What follows belongs to an exercise in optimizing a design on an open flow for small area, a short achievable clock period and few clock cycles; a production flow would make more cautious choices. RTL that was checked went through simulation tests only; none was proved equivalent to the original.

== job 101 ==
Design CONV, start of the top module:
module  CONV(
            input		  clk,
            input		  reset,
            output		  busy,
            input		  ready,
            output [11:0] iaddr,
            input  [19:0] idata,
            output	 	  cwr,
            output [11:0] caddr_wr,
            output [19:0] cdata_wr,
            output	 	  crd,
            output [11:0] caddr_rd,
            input  [19:0] cdata_rd,
            output [ 2:0] csel
        );
Settings: LEC_CHECK=0, CAP_MARGIN=20, CORE_MARGIN=2, CORE_UTILIZATION=40, CTS_CLUSTER_DIAMETER=100, CTS_CLUSTER_SIZE=25, SLEW_MARGIN=20, SYNTH_HIERARCHICAL=1; clock period 10.0 ns.
run.sh (not shown) runs the stock make flow with config.mk's settings and CLKGATE_MAP_FILE= SYNTH_SCRIPT=/design/flow/synth_recipe.tcl, a recipe that flattens the netlist after the stock synthesis.
Every stage of the flow completed for job 101, and the final layout passed the timing, design-rule and antenna checks.
diff inputs: job 101 => job 102
-- flow/config.mk --
<<< job 101, line 9
export CORE_MARGIN = 2
export CORE_UTILIZATION = 40
export CTS_CLUSTER_DIAMETER = 100
export CTS_CLUSTER_SIZE = 25
export SLEW_MARGIN = 20
>>> job 102, line 9
export CORE_MARGIN = 2
export CORE_UTILIZATION = 65
export PLACE_DENSITY = 0.75
export SLEW_MARGIN = 20
Notes after the runs:
Changes observed in job 102 relative to job 101: count of placed standard cells in the final layout, fillers left out lower, largest net degree at the start of global routing lower.
Between job 101 and job 102, the required time of the critical path figures differ only marginally.
Number of violations reported at the end of detailed-routing iteration 0, job 102 vs job 101: up by more than 10%
The setup slack of job 102 is smaller than that of job 101.
Comparing job 102 and job 101, the lower post-layout minimum cycle time was measured on job 101.
Non-clock buffer count, job 102 and job 101, lower one = job 101.
Setup changes, job 102 to job 103
-- flow/config.mk --
<<< job 102, line 9
export CORE_MARGIN = 2
export CORE_UTILIZATION = 65
export PLACE_DENSITY = 0.75
export SLEW_MARGIN = 20
>>> job 103, line 9
export CORE_MARGIN = 2
export CORE_UTILIZATION = 40
export SLEW_MARGIN = 20
Global-route wire length before repair (job 103 vs. job 102) decreases by a few percent
Job 103 vs job 102, worst setup path endpoint: busy vs crd
Compared with job 102, fmax in job 103 increased slightly.
On wire length the detailed router placed on met1: between job 103 and job 102, it ends up higher for job 103.
Worst relative slew slack: job 103 > job 102
Delta(final period utilization, job 103 - job 102) < 0
No functional check of the RTL was part of any run of this note.


Another version of the RTL of CONV (not shown whole).
Size in the first run: about 2800 cells after synthesis, about 930 flip-flops, ~110 I/O pins, ~44000 µm² of cells after synthesis.
// CONV
module  CONV(
            input		  clk,
            input		  reset,
            output		  busy,
            input		  ready,
            output [11:0] iaddr,
            input  [19:0] idata,
            output	 	  cwr,
            output [11:0] caddr_wr,
            output [19:0] cdata_wr,
            output	 	  crd,
            output [11:0] caddr_rd,
            input  [19:0] cdata_rd,
            output [ 2:0] csel
        );
==> flow/config.mk <==
export PLATFORM = sky130hd
export DESIGN_NAME = CONV
export DESIGN_NICKNAME = CONV
export VERILOG_FILES = /design/flow/design.v
export SDC_FILE = /design/flow/constraint.sdc
export NUM_CORES = 4
export LEC_CHECK = 0
export CAP_MARGIN = 20
export CORE_MARGIN = 2
export CORE_UTILIZATION = 40
export CTS_CLUSTER_DIAMETER = 100
export CTS_CLUSTER_SIZE = 25
export SLEW_MARGIN = 20
export SYNTH_HIERARCHICAL = 1
==> flow/constraint.sdc <==
create_clock -name core_clock -period 10.0 [get_ports {clk}]
set_input_delay 2.0000 -clock core_clock [delete_from_list [all_inputs] [get_ports {clk}]]
set_output_delay 2.0000 -clock core_clock [all_outputs]
set_load 0.01 [all_outputs]
standard.sh (not shown) runs the stock make flow with config.mk's settings and CLKGATE_MAP_FILE= SYNTH_SCRIPT=/design/flow/synth_recipe.tcl, a recipe that flattens the netlist after the stock synthesis.
==> flow/flow/run.sh <==
#!/bin/bash
# Own layout flow: the standard flow (standard.sh, unchanged synthesis,
# floorplan, power grid and tap cells), with buf_2 cells as the port buffers
# instead of the delay buffer buffer_ports picks by default.
# The full make/ORFS output goes to flow_standard.log in the work folder;
# ORFS also keeps a log per step under orfs/logs.
set -euo pipefail
bash standard.sh \
  "BUFFER_PORTS_ARGS=-buffer_cell sky130_fd_sc_hd__buf_2" \
  finish > flow_standard.log 2>&1
Testbench counts at the start, summed over its fixed seeds: cycles 94,302.
Then changed:
==> flow/flow/run.sh (replaced) <==
#!/bin/bash
# Own layout flow: the standard flow (standard.sh, unchanged synthesis,
# floorplan, power grid and tap cells), with buf_2 cells as the port buffers
# instead of the delay buffer buffer_ports picks by default, and repair_timing
# aiming for 6.6 ns of setup slack.
# The full make/ORFS output goes to flow_standard.log in the work folder;
# ORFS also keeps a log per step under orfs/logs.
set -euo pipefail
bash standard.sh \
  "BUFFER_PORTS_ARGS=-buffer_cell sky130_fd_sc_hd__buf_2" \
  SETUP_SLACK_MARGIN=6.6 \
  finish > flow_standard.log 2>&1
After rerunning: Final area climbs slightly. Setup slack improves by 0.54 ns. Core utilization climbs by 0.77 points.
Then changed:
==> flow/run.sh (new file) <==
#!/bin/bash
# synth_recipe.tcl (not shown) runs the flow's synth.tcl, then flattens the netlist and writes it again
# the make line also repeats each setting of config.mk as NAME=value (left out here)
make -C /OpenROAD-flow-scripts/flow DESIGN_CONFIG=/design/flow/config.mk WORK_HOME=/design/flow/orfs CLKGATE_MAP_FILE= SYNTH_SCRIPT=/design/flow/synth_recipe.tcl finish
--- a/flow/config.mk
+++ b/flow/config.mk
@@ -9,6 +9,4 @@
 export CORE_MARGIN = 2
 export CORE_UTILIZATION = 40
-export CTS_CLUSTER_DIAMETER = 100
-export CTS_CLUSTER_SIZE = 25
 export SLEW_MARGIN = 20
 export SYNTH_HIERARCHICAL = 1
removed: flow/flow/run.sh
removed: flow/standard.sh
After rerunning:
- final cell count grows by 2.1%
- utilization grows by 1.5 points
- fmax shrinks by 22%
- non-clock buffer count shrinks by 13
- setup slack got worse by 1.0 ns
- register-to-register slack got worse by 0.40 ns
- hold slack is about the same
- design area grows by 3.4%

==> afterwards: timing with drivers on the ports <==
The results above use ideal ports. As a check the final layouts listed here were re-extracted and re-timed, cells and wires unchanged.
Step 1, drivers: a clkbuf_16 drives clk and a buf_2 each remaining input, both assumed.
Step 2, shift: input delay + t, output delay - t, t = (earliest + latest rising clock arrival at the registers) / 2. This alone moves slack from input paths to output paths.
Three values: ideal ports, drivers, drivers and shift; two values: the first two.
run	t, ns	slack for setup (ns)	worst setup path after step 2	worst data-port slew with drivers (ns)
job 101	0.740	6.309 / 6.241 / 6.470	register to register	0.05
job 102	0.734	6.273 / 6.205 / 6.321	register to register	0.06
job 103	0.746	6.313 / 6.244 / 6.480	register to register	0.05
the first run of note 2	0.710	5.970 / 6.010 / 5.300	input to register	0.06
the second run of note 2	0.721	6.508 / 6.528 / 5.807	input to register	0.07
the third run of note 2	0.753	5.511 / 5.564 / 4.811	input to register	0.07
After both steps setup and hold are still met in every run listed. The setup slack of the second run of note 2, which loses most, moves by +0.020 ns with the drivers and by -0.701 ns with both steps.
